From an optimization exercise on the open Yosys and OpenROAD flow, aimed at small area and a short achievable clock period; shortcuts taken in it are not production practice. The RTL was checked by simulation tests, not by an equivalence proof against the original design. Power is estimated from default activity; no workload was simulated. No driver is modelled on the clock port, so clocking that relies on it looks cheaper here than on a real chip.

==> flow/design.v (excerpt) <==
module FPGA (
	input clk,
	input rst,
	input start,
	output wire TX,
	output reg found_smth,
	output wire startedmod,
	output wire [29:0] found_mods
);
Size in the first run: roughly 36 I/O pins.
export LEC_CHECK = 0
export CAP_MARGIN = 20
export CORE_MARGIN = 2
export CORE_UTILIZATION = 40
export CTS_BUF_LIST = sky130_fd_sc_hd__clkbuf_16
export CTS_CLUSTER_DIAMETER = 120
export CTS_CLUSTER_SIZE = 28
export SETUP_SLACK_MARGIN = 5
export SLEW_MARGIN = 20
create_clock -name core_clock -period 8.0 [get_ports {clk}]
standard.sh (not shown) runs the stock make flow with config.mk's settings and CLKGATE_MAP_FILE= SYNTH_SCRIPT=/design/flow/synth_recipe.tcl, a recipe that flattens the netlist after the stock synthesis.
==> flow/flow/run.sh <==
#!/bin/bash
set -e
bash standard.sh SETUP_SLACK_MARGIN=5.25 finish > standard.log 2>&1
Then changed:
==> flow/run.sh (new file) <==
#!/bin/bash
# synth_recipe.tcl (not shown) runs the flow's synth.tcl, then flattens the netlist and writes it again
# the make line also repeats each setting of config.mk as NAME=value (left out here)
make -C /OpenROAD-flow-scripts/flow DESIGN_CONFIG=/design/flow/config.mk WORK_HOME=/design/flow/orfs CLKGATE_MAP_FILE= SYNTH_SCRIPT=/design/flow/synth_recipe.tcl finish
- CORE_UTILIZATION: 40 -> 75
- PLACE_DENSITY: default -> 0.82
removed: flow/flow/run.sh
removed: flow/standard.sh
The changed run produced a clean layout. Routed wire length shrinks by about 4%. Setup slack is worse by 0.064 ns. Area after synthesis is unchanged. Die area came out lower by 46%. Clock-buffer cell count is lower by 3. Total power drops by about 0.54%. Sequential share of layout area climbs by 1.3 points.
Then changed:
- CORE_UTILIZATION: 75 -> 40
- PLACE_DENSITY: 0.82 -> default
Result: Cell area rose by a few percent. Total power rose slightly. Routed wire length rose by a few percent. Via count fell by a few percent. Setup slack gets better by 0.057 ns. Sequential share of layout area fell by 1.1 points. Flip-flop and latch count is unchanged. Utilization fell by 36 points. Critical path depth does not change. Synthesized area stays the same.
Then changed:
- CORE_UTILIZATION: 40 -> 55
- PLACE_DENSITY: default -> 0.66
What happened:
- wire length falls by 3.7%
- synthesized area stays the same
- via count barely changes
- synthesized cell count does not change
- die area decreases by about 27%
- fmax went up by about 0.9%
- final area goes down by 1.4%

---

FPGA, a different RTL version from the one above (not shown whole).
Size: ~8100 cells after synthesis, about 2600 flip-flops, roughly 36 I/O pins, ~100000 um2 of cells after synthesis.
==> flow/config.mk <==
export PLATFORM = sky130hd
export DESIGN_NAME = FPGA
export DESIGN_NICKNAME = FPGA
export VERILOG_FILES = /design/flow/design.v
export SDC_FILE = /design/flow/constraint.sdc
export NUM_CORES = 8
export LEC_CHECK = 0
export CAP_MARGIN = 20
export CORE_MARGIN = 2
export CORE_UTILIZATION = 55
export CTS_BUF_LIST = sky130_fd_sc_hd__clkbuf_16
export CTS_CLUSTER_DIAMETER = 120
export CTS_CLUSTER_SIZE = 28
export PLACE_DENSITY = 0.66
export SETUP_SLACK_MARGIN = 5
export SLEW_MARGIN = 20
==> flow/constraint.sdc <==
create_clock -name core_clock -period 8.0 [get_ports {clk}]
set_input_delay 1.6000 -clock core_clock [delete_from_list [all_inputs] [get_ports {clk}]]
set_output_delay 1.6000 -clock core_clock [all_outputs]
set_load 0.01 [all_outputs]
==> flow/flow/run.sh <==
#!/bin/bash
set -e
bash standard.sh SETUP_SLACK_MARGIN=5.25 finish > standard.log 2>&1
The first run passed the timing, design-rule and antenna checks.
Rerun with:
==> flow/flow/run.sh (replaced) <==
#!/bin/bash
set -e
R=orfs/results/sky130hd/FPGA/base
bash standard.sh SETUP_SLACK_MARGIN=5.15 place > standard_place.log 2>&1
IN_ODB=$R/3_place.odb OUT_ODB=$R/3_place_moved.odb openroad -no_init -exit flow/move_out.tcl > move_out.log 2>&1
cp $R/3_place_moved.odb $R/3_place.odb
bash standard.sh SETUP_SLACK_MARGIN=5.15 "CTS_ARGS=-sink_clustering_enable -repair_clock_nets -sink_clustering_size 28 -sink_clustering_max_diameter 120 -buf_list sky130_fd_sc_hd__clkbuf_16 -dont_use_dummy_load -no_insertion_delay" finish > standard.log 2>&1
==> flow/flow/move_out.tcl (new file) <==
# Move each output port's driving flip-flop next to the port's output buffer,
# then legalize. Inputs: IN_ODB, OUT_ODB env vars.
read_db $::env(IN_ODB)
set block [ord::get_db_block]
set moved 0
foreach bt [$block getBTerms] {
  if {[$bt getIoType] ne "OUTPUT"} continue
  set net [$bt getNet]
  set buf ""
  foreach it [$net getITerms] { if {[$it isOutputSignal]} { set buf [$it getInst] } }
  if {$buf eq ""} continue
  set ff ""
  foreach it [$buf getITerms] {
    if {[$it isInputSignal]} {
      set n2 [$it getNet]
      if {$n2 eq "NULL"} continue
      foreach it2 [$n2 getITerms] {
        if {[$it2 isOutputSignal] && [string match "*df*" [[[$it2 getInst] getMaster] getName]]} { set ff [$it2 getInst] }
      }
    }
  }
  if {$ff eq ""} { puts "no flop for [$bt getName]"; continue }
  # the port's pin position, pulled inside the core area
  set pb [$bt getBBox]
  set px [expr {([$pb xMin] + [$pb xMax]) / 2}]
  set py [expr {([$pb yMin] + [$pb yMax]) / 2}]
  set core [$block getCoreArea]
  set m 3000
  set px [expr {max([$core xMin] + $m, min([$core xMax] - 3*$m, $px))}]
  set py [expr {max([$core yMin] + $m, min([$core yMax] - 3*$m, $py))}]
  set bb [$buf getBBox]
  set fb [$ff getBBox]
  set d [expr {abs($px-[$fb xMin]) + abs($py-[$fb yMin])}]
  puts "MOVE [$bt getName] [$ff getName] dist_um [expr {$d/1000.0}]"
  $buf setLocation $px $py
  # flop just inside of the buffer, towards the core centre
  set cx [expr {([$core xMin] + [$core xMax]) / 2}]
  set cy [expr {([$core yMin] + [$core yMax]) / 2}]
  set dx [expr {$cx > $px ? 6000 : -6000}]
  set dy [expr {$cy > $py ? 3000 : -3000}]
  if {abs($cx - $px) > abs($cy - $py)} { set dy 0 } else { set dx 0 }
  $ff setLocation [expr {$px + $dx}] [expr {$py + $dy}]
  incr moved
}
puts "moved $moved"
detailed_placement
check_placement -verbose
write_db $::env(OUT_ODB)
After rerunning: The changed run produced a clean layout. Routed wire length goes up slightly. Utilization drops by 0.20 points. Sequential share of layout area climbs by 0.20 points. Non-clock buffer count came out higher by 19. Clock power fell by a few percent. Maximum frequency goes up by a few percent. Design area shrinks slightly. Setup slack improved by 0.069 ns.
Rerun with:
==> flow/flow/run.sh (replaced) <==
#!/bin/bash
set -e
R=orfs/results/sky130hd/FPGA/base
bash standard.sh SETUP_SLACK_MARGIN=5.05 place > standard_place.log 2>&1
IN_ODB=$R/3_place.odb OUT_ODB=$R/3_place_moved.odb openroad -no_init -exit flow/move_out.tcl > move_out.log 2>&1
cp $R/3_place_moved.odb $R/3_place.odb
bash standard.sh SETUP_SLACK_MARGIN=5.05 finish > standard.log 2>&1
After rerunning:
- The new run completed with no timing, DRC or antenna violations
- worst setup slack got worse by 0.037 ns
- final cell count came out higher by 0.69%
- first-iteration DRC count came out higher by 10%
- via count came out higher by 0.55%
- total power came out higher by 1.2%

==> what the ideal ports hide <==
The results above use ideal ports. As a check the final layouts listed here were re-extracted and re-timed, cells and wires unchanged.
Step 1 sets driving cells, clkbuf_16 on the clock port and buf_2 on the other inputs (assumed; they add their load-dependent delay and slew).
Step 2 adds t to the input delays and takes it off the output delays; t is the mean of the earliest and latest rising clock arrival at the registers after step 1. Input paths then give back, and output paths get back, about the clock's delay inside the block.
Slacks: no drivers / after step 1 / after step 2; pairs: no drivers / after step 1.
| run | t (ns) | setup slack, ns | worst hold slack (ns) | worst register clock-pin slew, ns | worst data-port slew with drivers (ns) |
|---|---|---|---|---|---|
| the first run of note 1 | 0.879 | 5.020 / 4.941 / 4.648 | 0.305 / 0.305 / 0.305 | 0.12 / 0.12 | 0.09 |
| the second run of note 1 | 0.836 | 4.956 / 4.876 / 4.549 | 0.319 / 0.319 / 0.319 | 0.12 / 0.12 | 0.07 |
| the third run of note 1 | 0.883 | 5.013 / 4.922 / 4.323 | 0.319 / 0.319 / 0.319 | 0.12 / 0.12 | 0.05 |
| the fourth run of note 1 | 0.870 | 5.040 / 4.952 / 4.415 | 0.316 / 0.316 / 0.316 | 0.12 / 0.12 | 0.07 |
| the first run of note 2 | 0.859 | 5.066 / 4.983 / 4.611 | 0.318 / 0.318 / 0.318 | 0.12 / 0.12 | 0.06 |
| the second run of note 2 | 0.850 | 5.136 / 5.054 / 4.496 | 0.285 / 0.285 / 0.285 | 0.11 / 0.11 | 0.07 |
| the third run of note 2 | 0.871 | 5.099 / 5.036 / 4.484 | 0.322 / 0.322 / 0.322 | 0.12 / 0.12 | 0.05 |
After both steps every run listed still meets setup and hold. The setup slack of the third run of note 1, which loses most, moves by -0.091 ns with the drivers and by -0.690 ns with both steps.
